This is an optimization exercise on Yosys and OpenROAD, whose aim is small area, not a production implementation.
Only simulation tests tie the RTL to the original design; equivalence was not proved.
Power figures rest on the tool's default switching activity, not on a simulated workload.

## lane 1
==> module top_module, before the edit <==
module top_module(
    input clk,
    input reset,
    input echo,
    input RS232_DTE_RXD,
    output trig,
    output RS232_DTE_TXD,
    output [7:0] led
);
    localparam [12:0] LZ = 13'd1;
    localparam [12:0] LH = 13'd306;
    localparam [12:0] LT = 13'd4822;
    function [12:0] lstep(input [12:0] s);
        lstep = {s[11:0], s[12] ^ s[2]};
    endfunction
    reg rx_s0, rx_s1;
    always @(posedge clk or posedge reset)
        if (reset) begin
            rx_s0 <= 1'b1;
            rx_s1 <= 1'b1;
        end else begin
            rx_s0 <= RS232_DTE_RXD;
            rx_s1 <= rx_s0;
        end
    reg [3:0]  ri;
    reg [12:0] rc;
    reg        rx_m;    
    reg        rx_b0;   
    reg        usr;     
    wire rx_idle = (ri == 4'd0) || (ri == 4'd11) || (ri == 4'd12) || (ri == 4'd14);
    wire rx_tick = (rc == LT);
    always @(posedge clk) begin
        if (rx_idle)
            rc <= LH;
        else if (rx_tick)
            rc <= LZ;
        else
            rc <= lstep(rc);
    end
    always @(posedge clk) begin
        if (rx_idle)
            rx_m <= 1'b1;
        else if (rx_tick && ri >= 4'd3 && ri <= 4'd9 &&
                 (rx_s1 != (ri == 4'd4 || ri == 4'd8)))
            rx_m <= 1'b0;
        if (rx_tick && ri == 4'd2)
            rx_b0 <= rx_s1;
    end
    always @(posedge clk or posedge reset)
        if (reset) begin
            ri <= 4'd14;
            usr <= 1'b1;
        end else begin
            if (ri == 4'd12 || ri == 4'd13)
                usr <= ~rx_b0;
            else if (ri == 4'd14)
                usr <= 1'b0;
            if (ri == 4'd11) begin
                ri <= rx_s1 ? 4'd12 : 4'd13;
            end else if (ri == 4'd13) begin
                ri <= 4'd1;
            end else if (rx_idle) begin
                ri <= rx_s1 ? 4'd0 : 4'd1;
            end else if (rx_tick) begin
                if (ri == 4'd10)
                    ri <= (rx_s1 && rx_m) ? 4'd11 : 4'd0;
                else if (ri == 4'd1 && rx_s1)
                    ri <= 4'd0;
                else
                    ri <= ri + 4'd1;
            end
        end
    localparam [29:0] K     = 30'd1375;
    localparam [29:0] SS    = 30'd386241428;   
    localparam [29:0] XEND  = 30'd687104;      
    localparam [29:0] NB    = 30'd1073739074;  
    localparam [21:0] WRAPV = 22'd4190179;     
    localparam [2:0] S_FR = 3'b000;   
    localparam [2:0] S_FT = 3'b010;   
    localparam [2:0] S_CN = 3'b001;   
    localparam [2:0] S_W  = 3'b100;   
    localparam [2:0] S_C  = 3'b101;   
    localparam [2:0] S_D  = 3'b110;   
    reg [2:0]  st;
    reg [29:0] sr;
    wire st_f  = (st == S_FR) || (st == S_FT);
    wire st_cn = (st == S_CN);
    wire st_w  = (st == S_W);
    wire st_c  = (st == S_C);
    wire transmit_ready = (st == S_FT);
    wire trig_win = (sr[29:28] == 2'b00);
    wire cn_end = trig_win && ((sr & XEND) == XEND);
    wire wrap = (sr[21:0] == WRAPV);
    wire [7:0] raw_distance = sr[29:22];
    assign trig = st_cn && trig_win;
    always @(posedge clk) begin
        if (st_f)
            sr <= SS;
        else if (st_w || (st_c && echo && wrap))
            sr <= NB;
        else
            sr <= sr + K;
    end
    always @(posedge clk or posedge usr)
        if (usr)
            st <= S_FR;
        else case (st)
            S_FR, S_FT: st <= S_CN;
            S_CN: if (cn_end) st <= S_W;
            S_W:  if (echo) st <= S_C;
            S_C:  if (!echo) st <= S_D;
            S_D:  st <= S_FT;
            default: st <= S_FR;
        endcase
    reg [1:0] fi;
    reg [9:0] acc;
    reg [7:0] avg;
    reg [7:0] filt;
    always @(posedge clk or posedge reset)
        if (reset) begin
            fi <= 2'd0;
            acc <= 10'd0;
            avg <= 8'd0;
            filt <= 8'd0;
        end else if (transmit_ready) begin
            fi <= fi + 2'd1;
            if (fi == 2'd3) begin
                avg <= acc[9:2];
                filt <= avg;
                acc <= {2'b00, raw_distance};
            end else
                acc <= acc + {2'b00, raw_distance};
        end
    assign led = filt;
    reg [12:0] tc;
    reg [9:0]  ts;
    wire tx_tick = (tc == LT);
    always @(posedge clk)
        if (transmit_ready || tx_tick)
            tc <= LZ;
        else
            tc <= lstep(tc);
    always @(posedge clk or posedge reset)
        if (reset)
            ts <= 10'h3ff;
        else begin
            if (tx_tick)
                ts[0] <= ts[1];
            if (transmit_ready)
                ts[9:1] <= {filt, 1'b0};
            else if (tx_tick)
                ts[9:1] <= {1'b1, ts[9:2]};
        end
    assign RS232_DTE_TXD = ts[0];
endmodule
Settings: LEC_CHECK=0, CAP_MARGIN=20, CORE_MARGIN=2, CORE_UTILIZATION=70, CTS_BUF_LIST=sky130_fd_sc_hd__clkbuf_8, SLEW_MARGIN=20; clock period 20.0 ns.
run.sh (not shown) runs the stock make flow with config.mk's settings and CLKGATE_MAP_FILE= SYNTH_SCRIPT=/design/flow/synth_recipe.tcl, a recipe that flattens the netlist after the stock synthesis.
Input-level comparison between lane 2 and lane 1:
diff --git a/flow/design.v b/flow/design.v
--- a/flow/design.v
+++ b/flow/design.v
@@ -24,12 +24,14 @@
         end
     reg [3:0]  ri;
     reg [12:0] rc;
     reg        rx_m;    
     reg        rx_b0;   
+    reg        me_e;    
+    reg        me;
     reg        usr;     
-    wire rx_idle = (ri == 4'd0) || (ri == 4'd11) || (ri == 4'd12) || (ri == 4'd14);
+    wire rx_idle = (ri == 4'd0);
     wire rx_tick = (rc == LT);
     always @(posedge clk) begin
         if (rx_idle)
             rc <= LH;
         else if (rx_tick)
@@ -46,37 +48,36 @@
         if (rx_tick && ri == 4'd2)
             rx_b0 <= rx_s1;
     end
     always @(posedge clk or posedge reset)
         if (reset) begin
-            ri <= 4'd14;
-            usr <= 1'b1;
+            ri <= 4'd0;
+            me_e <= 1'b1;
         end else begin
-            if (ri == 4'd12 || ri == 4'd13)
-                usr <= ~rx_b0;
-            else if (ri == 4'd14)
-                usr <= 1'b0;
-            if (ri == 4'd11) begin
-                ri <= rx_s1 ? 4'd12 : 4'd13;
-            end else if (ri == 4'd13) begin
-                ri <= 4'd1;
-            end else if (rx_idle) begin
-                ri <= rx_s1 ? 4'd0 : 4'd1;
+            if (rx_idle) begin
+                if (!rx_s1) ri <= 4'd1;
             end else if (rx_tick) begin
-                if (ri == 4'd10)
-                    ri <= (rx_s1 && rx_m) ? 4'd11 : 4'd0;
-                else if (ri == 4'd1 && rx_s1)
+                if (ri == 4'd10 || (ri == 4'd1 && rx_s1))
                     ri <= 4'd0;
                 else
                     ri <= ri + 4'd1;
+                if (ri == 4'd10 && rx_s1 && rx_m)
+                    me_e <= rx_b0;
             end
+        end
+    always @(posedge clk or posedge reset)
+        if (reset) begin
+            me <= 1'b1;
+            usr <= 1'b1;
+        end else begin
+            me <= me_e;
+            usr <= ~me;
         end
     localparam [29:0] K     = 30'd1375;
     localparam [29:0] SS    = 30'd386241428;   
     localparam [29:0] XEND  = 30'd687104;      
-    localparam [29:0] NB    = 30'd1073739074;  
-    localparam [21:0] WRAPV = 22'd4190179;     
+    localparam [21:0] WRAPV = 22'd4192929;     
     localparam [2:0] S_FR = 3'b000;   
     localparam [2:0] S_FT = 3'b010;   
     localparam [2:0] S_CN = 3'b001;   
     localparam [2:0] S_W  = 3'b100;   
     localparam [2:0] S_C  = 3'b101;   
@@ -89,19 +90,20 @@
     wire st_c  = (st == S_C);
     wire transmit_ready = (st == S_FT);
     wire trig_win = (sr[29:28] == 2'b00);
     wire cn_end = trig_win && ((sr & XEND) == XEND);
     wire wrap = (sr[21:0] == WRAPV);
+    wire inc = st_cn || (st_c && echo);
     wire [7:0] raw_distance = sr[29:22];
     assign trig = st_cn && trig_win;
     always @(posedge clk) begin
         if (st_f)
             sr <= SS;
         else if (st_w || (st_c && echo && wrap))
-            sr <= NB;
+            sr <= 30'd0;
         else
-            sr <= sr + K;
+            sr <= sr + (inc ? K : 30'd0);
     end
     always @(posedge clk or posedge usr)
         if (usr)
             st <= S_FR;
         else case (st)
--- outcome ---
[compare] base=lane 1 new=lane 2: synthesis-to-layout area growth saw an increase, largest net degree at the start of global routing saw an increase. Post-route cell area of lane 1 is on par with lane 2. Lane 1 → lane 2: number of synthesized flops with an enable pin has remained practically unchanged; post-synthesis instance area -about 0.35%; total global routing overflow comparable; power now larger. [lane 2] fraction of area in clock buffers and inverters fell 0.28 points relative to lane 1. Taking lane 1 as 1.0, lane 2 lands at 0.68 on first-iteration DRC count.

[afterwards: timing with drivers on the ports]
Ports are ideal in the flow. The routed layouts listed here were re-timed in OpenROAD.
Step 1 (the two cells are an assumption about what drives the block):
set clk [get_ports {clk}]
set_driving_cell -lib_cell sky130_fd_sc_hd__clkbuf_16 $clk
set_driving_cell -lib_cell sky130_fd_sc_hd__buf_2 [delete_from_list [all_inputs] $clk]
Step 2 also shifts input and output timing later by t, the mid clock arrival at the registers, as if the neighbouring blocks saw the same clock.
Slacks: ideal ports / drivers / drivers and shift; pairs: ideal ports / drivers.
| run | t (ns) | slack for setup (ns) | worst register clock-pin slew, ns | cell pins on the clock port's net |
|---|---|---|---|---|
| lane 1 | 0.398 | 14.059 / 14.026 / 14.269 | 0.10 / 0.10 | 1 |
| lane 2 | 0.403 | 13.377 / 13.386 / 12.982 | 0.11 / 0.11 | 1 |
After both steps setup and hold are still met in every run listed. For lane 2, which loses most, drivers alone change the setup slack by +0.009 ns; drivers and shift together by -0.395 ns.
